Context: an optimization exercise on an open-source flow, tuned for small area. The choices shown serve that exercise and are no tape-out recipe. The RTL was checked by simulation tests, not by an equivalence proof against the original design.

==> flow/design.v (outline; a module is shown in full before it is edited, if it fits) <==
// module complex_multiplier: 1715 lines
// module cm_fa: 4 lines
// module cm_ha: 4 lines
module complex_multiplier #(parameter INPUT_DATA_WIDTH = 16)
    (
        input  wire                                    i_clk,
        input  wire                                    i_rst,
        input  wire signed [INPUT_DATA_WIDTH-1:0]      i_real_h,
        input  wire signed [INPUT_DATA_WIDTH-1:0]      i_imag_h,
        input  wire signed [INPUT_DATA_WIDTH-1:0]      i_real_y,
        input  wire signed [INPUT_DATA_WIDTH-1:0]      i_imag_y,
        output reg  signed [INPUT_DATA_WIDTH*2:0]      o_real,
        output reg  signed [INPUT_DATA_WIDTH*2:0]      o_imag
    );
  // ...
==> flow/flow/run.sh <==
#!/bin/bash
# Layout flow: the standard flow (standard.sh), except that the port
# buffers use the smallest buffer cell, sky130_fd_sc_hd__buf_1.
set -euo pipefail
echo 'export BUFFER_PORTS_ARGS = -buffer_cell sky130_fd_sc_hd__buf_1' >> config.mk
bash standard.sh > standard.log 2>&1
==> flow/standard.sh <==
#!/bin/bash
# synth_recipe.tcl (not shown) runs the flow's synth.tcl, then flattens the netlist and writes it again
# the make line also repeats each setting of config.mk as NAME=value (left out here)
make -C /OpenROAD-flow-scripts/flow DESIGN_CONFIG=/design/flow/config.mk WORK_HOME=/design/flow/orfs CLKGATE_MAP_FILE= SYNTH_SCRIPT=/design/flow/synth_recipe.tcl "${@:-finish}"
==> flow/config.mk <==
export PLATFORM = sky130hd
export DESIGN_NAME = complex_multiplier
export DESIGN_NICKNAME = complex_multiplier
export VERILOG_FILES = /design/flow/design.v
export SDC_FILE = /design/flow/constraint.sdc
export NUM_CORES = 4
export LEC_CHECK = 0
export ABC_AREA = 1
export CAP_MARGIN = 0
export CORE_MARGIN = 2
export CORE_UTILIZATION = 40
export CTS_BUF_LIST = sky130_fd_sc_hd__clkbuf_8
export SLEW_MARGIN = 0
export SYNTH_HIERARCHICAL = 1
export SYNTH_MINIMUM_KEEP_SIZE = 0
export BUFFER_PORTS_ARGS = -buffer_cell sky130_fd_sc_hd__buf_1
==> flow/constraint.sdc <==
create_clock -name core_clock -period 10.0 [get_ports {i_clk}]
set_input_delay 2.0000 -clock core_clock [delete_from_list [all_inputs] [get_ports {i_clk}]]
set_output_delay 2.0000 -clock core_clock [all_outputs]
set_load 0.01 [all_outputs]
==> run summary, run 1 <==
status=complete, no violations; Buf+Inv Stages, Crit Path=0; met3 usage=4.76%; R2R depth=28; Synth Area in Simple Gates=5.38%; Final Skew=0.0197 ns; synthesis-to-layout area growth=6.14%; fraction of area in registers=13.5%; vias in the first global route=18400; post-detail-place hpwl=56000 microns; Top delay family on crit path=adder cells; met1 wire length=28500 microns; Initial Utilization=40.3%; startpoint types=flip-flop; grt met1 use=32.5%; worst slew pin tran=1.06 ns; Die Width=245 microns; cell row count=88; TritonCTS Buffers=17; Hold WC Path Type=flip-flop to flip-flop; most frequent cell after synthesis=fa_1; Worst-Skew Late Latency=0.58 ns; Crit Path Max Fanout=21
==> inputs of run 2 (changes only) <==
--- a/flow/config.mk
+++ b/flow/config.mk
@@ -6,11 +6,11 @@
 export NUM_CORES = 4
 export LEC_CHECK = 0
 export ABC_AREA = 1
-export CAP_MARGIN = 0
+export CAP_MARGIN = 20
 export CORE_MARGIN = 2
 export CORE_UTILIZATION = 40
 export CTS_BUF_LIST = sky130_fd_sc_hd__clkbuf_8
-export SLEW_MARGIN = 0
+export SLEW_MARGIN = 20
 export SYNTH_HIERARCHICAL = 1
 export SYNTH_MINIMUM_KEEP_SIZE = 0
 export BUFFER_PORTS_ARGS = -buffer_cell sky130_fd_sc_hd__buf_1
==> run summary, run 2 <==
Crit Path Category=flip-flop to flip-flop; vias per cell=5.62; met1 wire length=28500 microns (unchanged); total grt overflow=0; Area contributors post-synth=fa_1 42%, xor2_1 15%, dfxtp_1 14%, o22ai_1 9.5%, ha_1 3.6%; clk sinks=166; Max Slew Vio Count=0; Setup Fix Bufs, Post-CTS=0; commonest cells in the netlist=483 x fa_1, 389 x xor2_1, 352 x o22ai_1, 180 x inv_1, 166 x dfxtp_1; Routed Antenna Nets=0; Buf+Inv Stages, Crit Path=0 (unchanged); max incr delay on CP=0.87 ns; CTS Hold Bufs=0; Final Hold Fails=0; commonest non-fill, non-tap cell in the layout=fa_1; Synth Cell Area=23200 sq um; Final GP Congestion=0.928; Top delay family on crit path=adder cells; DRC violation count after routing=0; Worst-Skew Late Latency=0.58 ns (about the same); Final Skew=0.0197 ns (unchanged); first-pass GRT wire length=109000 microns; vias in the first global route=18400 (unchanged); Req. time, crit path=10.44 ns; GRT Util Overall=24.5%; Min Clock Period, post-route=9.26 ns; WL per Instance=22.7 microns; Syn Nets=2901; most frequent cell after synthesis=fa_1; die area=59800 sq um; Setup TNS Final=0 ns; post-detail-place hpwl=56000 microns (unchanged); DRT iter0 DRCs=1646; CTS tree=built; fmax=0.108 GHz; cell taking the most area after synthesis=fa_1; async set or reset register ratio after synthesis=0%; vias=17400; final setup fails=0; Crit Path Max Fanout=21 (unchanged); clock transition at the registers of the reported paths=0.11 ns; reported max-cap violation count=0; dominant synthesized flop cell=dfxtp_1; biggest regs=o_imag (33), o_real (33); critical path's slowest cell=dfxtp_1; Register Area=3320 sq um; synth warn=7; Die Ht=245 microns; TritonCTS Buffers=17 (unchanged); Clock Tree Buf Depth=2; RSZ-0062 raised after global routing=no; Met3 Routed Length=5620 microns; synthesis-to-layout area growth=6.14% (unchanged); htree depth=4; drt pass-1 iters=9; IO Count=132; Die Width=245 microns (unchanged); post-synthesis cell type count=30; fin cells=3096; placed cell count=3062; drt total wl=70300 microns; startpoint types=flip-flop; cell row count=88 (unchanged); status=complete, no violations; most used cell, CP=fa_1; flops & latches, synth=166; top cell type's share of synthesized area=41.8%; Initial Utilization=40.3% (unchanged); area of the multi-input gates=18300 sq um; Synth Instances=2286; max_slew headroom=29.2%; CP endpoint kind=flip-flop; # fillers=5665; worst slew pin tran=1.06 ns (unchanged); routed wl met2=32400 microns; Fin Hold WS=0.779 ns; Nets=2931; top routing layer in use=met4; I/O Buffers=131; number of flops mapped to enable cells by yosys=0; layout cell share with drive strength beyond 1=5.32%; Hold WC Path Type=flip-flop to flip-flop; core box area=57500 sq um; mean post-synth cell area=10.1 sq um; most frequent cells in the layout=483 x fa_1, 389 x xor2_1, 352 x o22ai_1; Seq/Total Area, Yosys=14.4%; fin crit share=92.6%; initial antenna violation count=2; largest net degree at the start of global routing=45; Worst Path Arrival=9.70 ns; post-cts sizing count=0; clk root buf=clkbuf_8
-- run 2: cell counts in the layout (fill, tap and decap cells not counted) --
No cell type changed its count.
-- run 2: area by class of cell --
class	instances	area share [%]
antenna	2	0.0204
clock buffer	17	0.952
clock inverter	15	0.799
inverter	199	3.04
multi-input combinational	1763	74.6
sequential	166	13.5
tap	765	3.90
timing repair buffer	169	3.16
-- run 2: worst reg2reg max path: cells and delay by family, from the launching register on --
family	cells	cell delay, ns
AOI/OAI and AO/OA	2	0.75
xor gates and xnor gates	2	0.34
adders and majority gates	16	6.27
DFF	1	0.87
and+or+nand+nor	8	0.87
-- run 2: final timing paths --
path / start / to / slack [ns] / cells past startpoint
hold reg to reg: r / o_real[26] / 0.78 / 4
hold / removal: r / o_real[26] / 0.78 / 4
setup reg to reg: c[1] / o_imag[29] / 0.74 / 28
setup / recovery: c[1] / o_imag[29] / 0.74 / 28
-- run 2: cells by family after synthesis --
family / Yosys count / share of synthesized area, %
simple gates: 309 / 5.38
fa+ha+maj: 549 / 45.3
xor+xnor: 401 / 15.2
flops: 166 / 14.4
buf+inv: 357 / 6.47
compound gates: 504 / 13.3
-- run 2: modules after synthesis (local to each module, per instance) --
module / cell area, sq um / times used / flops+latches / cells
cm_ha: 12.5 / 40 / 0 / 1
cm_fa: 20.0 / 483 / 0 / 1
complex_multiplier: 13000 / 1 / 166 / 1763
-- run 2: per-layer routing --
metal,vias to the layer above,track usage [%]
met5,-,0
met4,0,11.9
met3,165,4.76
met2,878,38.3
met1,8756,32.5
li1,7604,-
-- run 2: stage by stage --
stage                     area (sq um)  worst slack (ns)  util [%]
after global placement           24100             0.917      42.0
after global routing             24600             0.222      42.7
after CTS                        24600             0.735      42.7
after detailed placement         24100             0.750      42.0
after floorplan                  23200              1.77         -
final                            24600             0.737      42.8
==> inputs of run 3 (changes only) <==
==> flow/flow/run.sh (replaced) <==
#!/bin/bash
# Layout flow: the standard flow (standard.sh), except that
#  - the port buffers use the smallest buffer cell, sky130_fd_sc_hd__buf_1;
#  - clock tree synthesis uses clkbuf_8 buffers and inserts no dummy loads.
set -euo pipefail
echo 'export BUFFER_PORTS_ARGS = -buffer_cell sky130_fd_sc_hd__buf_1' >> config.mk
echo 'export CTS_ARGS = -sink_clustering_enable -repair_clock_nets -buf_list sky130_fd_sc_hd__clkbuf_8 -dont_use_dummy_load -sink_clustering_size 25 -sink_clustering_max_diameter 80' >> config.mk
bash standard.sh > standard.log 2>&1
--- a/flow/config.mk
+++ b/flow/config.mk
@@ -14,3 +14,4 @@
 export SYNTH_HIERARCHICAL = 1
 export SYNTH_MINIMUM_KEEP_SIZE = 0
 export BUFFER_PORTS_ARGS = -buffer_cell sky130_fd_sc_hd__buf_1
+export CTS_ARGS = -sink_clustering_enable -repair_clock_nets -buf_list sky130_fd_sc_hd__clkbuf_8 -dont_use_dummy_load -sink_clustering_size 25 -sink_clustering_max_diameter 80
==> run summary, run 3 <==
dominant synthesized flop cell=dfxtp_1; clk sinks=166 (unchanged); Max Slew Vio Count=0 (unchanged); Min Clock Period, post-route=9.26 ns (+0.00173 ns); initial antenna violation count=1 (-1); startpoint types=flip-flop; cell row count=88 (unchanged); mean post-synth cell area=10.1 sq um (unchanged); top cell type's share of synthesized area=41.8% (unchanged); Synth Cell Area=23200 sq um (unchanged); TritonCTS Buffers=17 (unchanged); Area contributors post-synth=fa_1 42%, xor2_1 15%, dfxtp_1 14%, o22ai_1 9.5%, ha_1 3.6%; Die Ht=245 microns (unchanged); Hold Startpoint=r; Fin Hold WS=0.776 ns (-0.00307 ns); flops & latches, synth=166 (unchanged); htree depth=4 (unchanged); first-pass GRT wire length=109000 microns (-0.33%); Routed Antenna Nets=0 (unchanged); IO Count=132 (unchanged); WL per Instance=22.8 microns (+0.35%); reported max-cap violation count=0 (unchanged); Register Area=3320 sq um (unchanged); post-synthesis cell type count=30 (unchanged); Clock Tree Buf Depth=2 (unchanged); Die Width=245 microns (unchanged); post-cts sizing count=0 (unchanged); total grt overflow=0 (unchanged); post-detail-place hpwl=56000 microns (unchanged); area of the multi-input gates=18300 sq um (unchanged); async set or reset register ratio after synthesis=0% (unchanged); DRT iter0 DRCs=1790 (+8.7%); clock transition at the registers of the reported paths=0.09 ns (-0.02 ns); drt total wl=70200 microns (-0.17%); most frequent cells in the layout=483 x fa_1, 389 x xor2_1, 352 x o22ai_1; Syn Nets=2901 (unchanged); Initial Utilization=40.3% (unchanged); layout cell share with drive strength beyond 1=4.71% (-0.61 points); biggest regs=o_imag (33), o_real (33); status=complete, no violations; Seq/Total Area, Yosys=14.4% (unchanged); Worst Slack Setup Final=0.735 ns (-0.00173 ns); final setup fails=0 (unchanged); fmax=0.108 GHz (about the same); max incr delay on CP=0.87 ns (about the same); die area=59800 sq um (unchanged); DRC violation count after routing=0 (unchanged); vias per cell=5.63 (+0.16%); synth warn=7 (unchanged); Crit Path Category=flip-flop to flip-flop; Crit Path Max Fanout=21 (unchanged); vias in the first global route=18300 (-0.29%); Final Hold Fails=0 (unchanged); Hold WC Path Type=flip-flop to flip-flop; Worst-Skew Late Latency=0.57 ns (about the same); RSZ-0062 raised after global routing=no; worst slew pin tran=1.07 ns (+0.00695 ns); commonest cells in the netlist=483 x fa_1, 389 x xor2_1, 352 x o22ai_1, 180 x inv_1, 166 x dfxtp_1; CTS tree=built; Req. time, crit path=10.42 ns (-0.02 ns); max_slew headroom=28.7% (-0.46 points); crit path from=c[1]; Final Skew=0.0465 ns (+0.0268 ns); synthesis-to-layout area growth=5.28%; CTS Hold Bufs=0 (unchanged); worst slack, placed=0.750 ns (unchanged); Buf+Inv Stages, Crit Path=0 (unchanged); I/O Buffers=131 (unchanged); most frequent cell after synthesis=fa_1; placed cell count=3062 (unchanged); Worst Path Arrival=9.68 ns (-0.02 ns); vias=17300 (-0.36%); core box area=57500 sq um (unchanged); Nets=2931 (unchanged); Final GP Congestion=0.928 (unchanged); commonest non-fill, non-tap cell in the layout=fa_1; clk root buf=clkbuf_8; worst r2r src=c[1]; # fillers=5680 (+0.26%); Synth Instances=2286 (unchanged); number of flops mapped to enable cells by yosys=0 (unchanged); largest net degree at the start of global routing=45 (unchanged); Setup TNS Final=0 ns (unchanged); cell taking the most area after synthesis=fa_1; drt pass-1 iters=6 (-3); most used cell, CP=fa_1; fin crit share=92.6% (about the same); Top delay family on crit path=adder cells; fin cells=3080 (-0.52%); GRT Util Overall=24.4% (-0.059 points); critical path's slowest cell=dfxtp_1; CP endpoint kind=flip-flop; Setup Fix Bufs, Post-CTS=0 (unchanged)
run 3: per-stage QoR:
stage / utilization [%] / area (sq um)
finish: 42.4 / 24400
detailed placement: 42.0 / 24100
floorplan: - / 23200
CTS: 42.4 / 24400
global placement: 42.0 / 24100
global route: 42.4 / 24400
run 3: cell type report:
class | instances | share of cell area (%)
Antenna cell | 1 | 0.0103
Clock buffer | 17 | 0.960
Inverter | 199 | 3.06
Multi-Input combinational cell | 1763 | 75.2
Sequential cell | 166 | 13.6
Tap cell | 765 | 3.93
Timing Repair Buffer | 169 | 3.19
run 3: final timing paths:
kind | end | slack (ns) | cells past startpoint
max | o_real[29] | 0.74 | 28
min | o_real[26] | 0.78 | 4
max reg2reg | o_real[29] | 0.74 | 28
min reg2reg | o_real[26] | 0.78 | 4
run 3: cell families after synthesis:
| group | after synthesis | share of synthesized area, % |
|---|---|---|
| AOI/OAI and AO/OA | 504 | 13.3 |
| xor gates and xnor gates | 401 | 15.2 |
| adders and majority gates | 549 | 45.3 |
| buffers and inverters | 357 | 6.47 |
| DFF | 166 | 14.4 |
| and+or+nand+nor | 309 | 5.38 |
run 3: per-module statistics from Yosys (local to each module, per instance):
module / cells inside / copies in the design / flops+latches
cm_fa: 1 / 483 / 0
complex_multiplier: 1763 / 1 / 166
cm_ha: 1 / 40 / 0
run 3: routing by layer:
layer / vias to the layer above / part of all wire [%] / GRT usage [%]
li1: 7582 / - / -
met1: 8752 / 41 / 32.2
met2: 859 / 47 / 38.5
met3: 147 / 7.7 / 4.98
met4: 0 / 4.9 / 11.5
met5: - / 0 / 0
run 3: worst register-to-register path: cells and delay by family, from the launching register on:
family	cells	cell delay, ns
AND/OR/NAND/NOR	8	0.82
flip-flops	1	0.87
adder cells (fa/ha/maj)	16	6.35
XOR/XNOR	2	0.34
AO/OA/AOI/OAI	2	0.75
==> inputs of run 4 (changes only) <==
==> flow/flow/run.sh (replaced) <==
#!/bin/bash
# Layout flow: the standard flow (standard.sh), except that
#  - the port buffers use the smallest buffer cell, sky130_fd_sc_hd__buf_1;
#  - clock tree synthesis uses clkbuf_8 buffers and inserts no dummy loads.
set -euo pipefail
echo 'export BUFFER_PORTS_ARGS = -buffer_cell sky130_fd_sc_hd__buf_1' >> config.mk
echo 'export CTS_ARGS = -sink_clustering_enable -repair_clock_nets -buf_list sky130_fd_sc_hd__clkbuf_8 -dont_use_dummy_load' >> config.mk
bash standard.sh > standard.log 2>&1
--- a/flow/config.mk
+++ b/flow/config.mk
@@ -14,4 +14,4 @@
 export SYNTH_HIERARCHICAL = 1
 export SYNTH_MINIMUM_KEEP_SIZE = 0
 export BUFFER_PORTS_ARGS = -buffer_cell sky130_fd_sc_hd__buf_1
-export CTS_ARGS = -sink_clustering_enable -repair_clock_nets -buf_list sky130_fd_sc_hd__clkbuf_8 -dont_use_dummy_load -sink_clustering_size 25 -sink_clustering_max_diameter 80
+export CTS_ARGS = -sink_clustering_enable -repair_clock_nets -buf_list sky130_fd_sc_hd__clkbuf_8 -dont_use_dummy_load
==> run summary, run 4 <==
status=complete, no violations; startpoint types=flip-flop; GRT Util Overall=24.4% (unchanged); synth warn=7 (unchanged); Area contributors post-synth=fa_1 42%, xor2_1 15%, dfxtp_1 14%, o22ai_1 9.5%, ha_1 3.6%; post-detail-place hpwl=56000 microns (unchanged); Worst-Skew Late Latency=0.57 ns (about the same); clk root buf=clkbuf_8; first-pass GRT wire length=109000 microns (unchanged); Setup Fix Bufs, Post-CTS=0 (unchanged); Die Ht=245 microns (unchanged); Nets=2931 (unchanged); # fillers=5680 (unchanged); crit path from=c[1]; r2r setup slk=0.74 ns (about the same); most frequent cell after synthesis=fa_1; Final Hold Fails=0 (unchanged); most frequent cells in the layout=483 x fa_1, 389 x xor2_1, 352 x o22ai_1; fmax=0.108 GHz (unchanged); htree depth=4 (unchanged); layout cell share with drive strength beyond 1=4.71% (unchanged); commonest cells in the netlist=483 x fa_1, 389 x xor2_1, 352 x o22ai_1, 180 x inv_1, 166 x dfxtp_1; CP endpoint kind=flip-flop; Syn Nets=2901 (unchanged); final setup fails=0 (unchanged); vias per cell=5.63 (unchanged); Worst Path Arrival=9.68 ns (about the same); max incr delay on CP=0.87 ns (about the same); synthesis-to-layout area growth=5.28% (unchanged); worst slack, placed=0.750 ns (unchanged); Clock Tree Buf Depth=2 (unchanged); worst slew pin tran=1.07 ns (unchanged); Seq/Total Area, Yosys=14.4% (unchanged); Die Width=245 microns (unchanged); commonest non-fill, non-tap cell in the layout=fa_1; largest net degree at the start of global routing=45 (unchanged); reported max-cap violation count=0 (unchanged); vias in the first global route=18300 (unchanged); RSZ-0062 raised after global routing=no; IO Count=132 (unchanged); Initial Utilization=40.3% (unchanged); Fin Hold WS=0.776 ns (unchanged); die area=59800 sq um (unchanged); post-cts sizing count=0 (unchanged); CTS tree=built; drt total wl=70200 microns (unchanged); I/O Buffers=131 (unchanged); DRT iter0 DRCs=1790 (unchanged); WL per Instance=22.8 microns (unchanged); top cell type's share of synthesized area=41.8% (unchanged); biggest regs=o_imag (33), o_real (33); most used cell, CP=fa_1; clock transition at the registers of the reported paths=0.09 ns (about the same); fin crit share=92.6% (unchanged); CTS Hold Bufs=0 (unchanged); TritonCTS Buffers=17 (unchanged); dominant synthesized flop cell=dfxtp_1; cell taking the most area after synthesis=fa_1; Final Cell Area=24400 sq um (unchanged); mean post-synth cell area=10.1 sq um (unchanged); Final Skew=0.0465 ns (unchanged); clk sinks=166 (unchanged); number of flops mapped to enable cells by yosys=0 (unchanged); Synth Instances=2286 (unchanged); initial antenna violation count=1 (unchanged); Synth Cell Area=23200 sq um (unchanged); Crit Path Category=flip-flop to flip-flop; area post-placement=24100 sq um (unchanged); Min Clock Period, post-route=9.26 ns (unchanged); core box area=57500 sq um (unchanged); flops & latches, synth=166 (unchanged); Setup TNS Final=0 ns (unchanged); Crit Path Max Fanout=21 (unchanged); total grt overflow=0 (unchanged); Worst Slack Setup Final=0.735 ns (unchanged); Max Slew Vio Count=0 (unchanged); Hold WC Path Type=flip-flop to flip-flop; Routed Antenna Nets=0 (unchanged); drt pass-1 iters=6 (unchanged); critical path's slowest cell=dfxtp_1; cell row count=88 (unchanged); DRC violation count after routing=0 (unchanged); post-synthesis cell type count=30 (unchanged); async set or reset register ratio after synthesis=0% (unchanged); Req. time, crit path=10.42 ns (about the same); max_slew headroom=28.7% (unchanged); Hold Startpoint=r; vias=17300 (unchanged); Final GP Congestion=0.928 (unchanged); worst r2r src=c[1]
run 4: cell counts after synthesis:
Identical to the previous run, type by type.
run 4: layer usage:
| layer | wire [microns] | part of all wire [%] | vias up | track usage [%] |
|---|---|---|---|---|
| met5 | 0 | 0 | - | 0 |
| met4 | 3460 | 4.9 | 0 | 11.5 |
| met3 | 5400 | 7.7 | 147 | 4.98 |
| met2 | 32700 | 47 | 859 | 38.5 |
| met1 | 28700 | 41 | 8752 | 32.2 |
| li1 | - | - | 7582 | - |
run 4: Yosys stat by module (local to each module, per instance):
module | area [sq um] | cells inside | copies in the design | flops+latches
cm_ha | 12.5 | 1 | 40 | 0
complex_multiplier | 13000 | 1763 | 1 | 166
cm_fa | 20.0 | 1 | 483 | 0
run 4: through the flow:
step                cells  util (%)
global route         3080      42.4
floorplan            2286         -
finish               3080      42.4
detailed placement   3062      42.0
global placement     3062      42.0
CTS                  3079      42.4
run 4: logic make-up (layout without fill, tap and decap cells):
logic type / count (synthesis) / after routing / synth area share [%]
compound gates: 504 / 504 / 13.3
xor+xnor: 401 / 401 / 15.2
fa+ha+maj: 549 / 549 / 45.3
buf+inv: 357 / 385 / 6.47
flops: 166 / 166 / 14.4
other cells: 0 / 1 / 0
simple gates: 309 / 309 / 5.38
run 4: critical path, delay by kind of cell (launching register included):
family | cells | cell delay, ns
fa+ha+maj | 16 | 6.35
flops | 1 | 0.87
simple gates | 8 | 0.81
compound gates | 2 | 0.75
xor+xnor | 2 | 0.34
run 4: final timing paths:
check	endpoint	depth (start not counted)
worst max-delay path	o_real[29]	28
worst min-delay path	o_real[26]	4
worst max register to register	o_real[29]	28
worst min register to register	o_real[26]	4
run 4: area by class of cell:
cell class                 count  area [sq um]  share of cell area [%]
clock buffer                  17           234                   0.960
tap                          765           957                    3.93
inverter                     199           747                    3.06
antenna                        1          2.50                  0.0103
multi-input combinational   1763         18300                    75.2
timing repair buffer         169           777                    3.19
sequential                   166          3320                    13.6

-- static timing again, ports no longer ideal --
Ports are ideal in the flow. The routed layouts listed here were re-timed in OpenROAD.
Step 1 (the two cells are an assumption about what drives the block):
set clk [get_ports {i_clk}]
set_driving_cell -lib_cell sky130_fd_sc_hd__clkbuf_16 $clk
set_driving_cell -lib_cell sky130_fd_sc_hd__buf_2 [delete_from_list [all_inputs] $clk]
Step 2 adds t to the input delays and takes it off the output delays; t is the mean of the earliest and latest rising clock arrival at the registers after step 1. Input paths then give back, and output paths get back, about the clock's delay inside the block.
a / b / c = no drivers / after step 1 / after step 2; a / b = the first two.
run	t, ns	slack for setup (ns)	hold WS [ns]	slew at the worst register clock pin (ns)	worst data-port slew with drivers (ns)
run 1	0.626	0.737 / 0.737 / 0.737	0.779 / 0.779 / 0.779	0.11 / 0.11	0.05
run 2	0.626	0.737 / 0.737 / 0.737	0.779 / 0.779 / 0.779	0.11 / 0.11	0.05
run 3	0.605	0.735 / 0.735 / 0.735	0.776 / 0.776 / 0.776	0.11 / 0.11	0.05
run 4	0.605	0.735 / 0.735 / 0.735	0.776 / 0.776 / 0.776	0.11 / 0.11	0.05
After both steps every run listed still meets setup and hold.
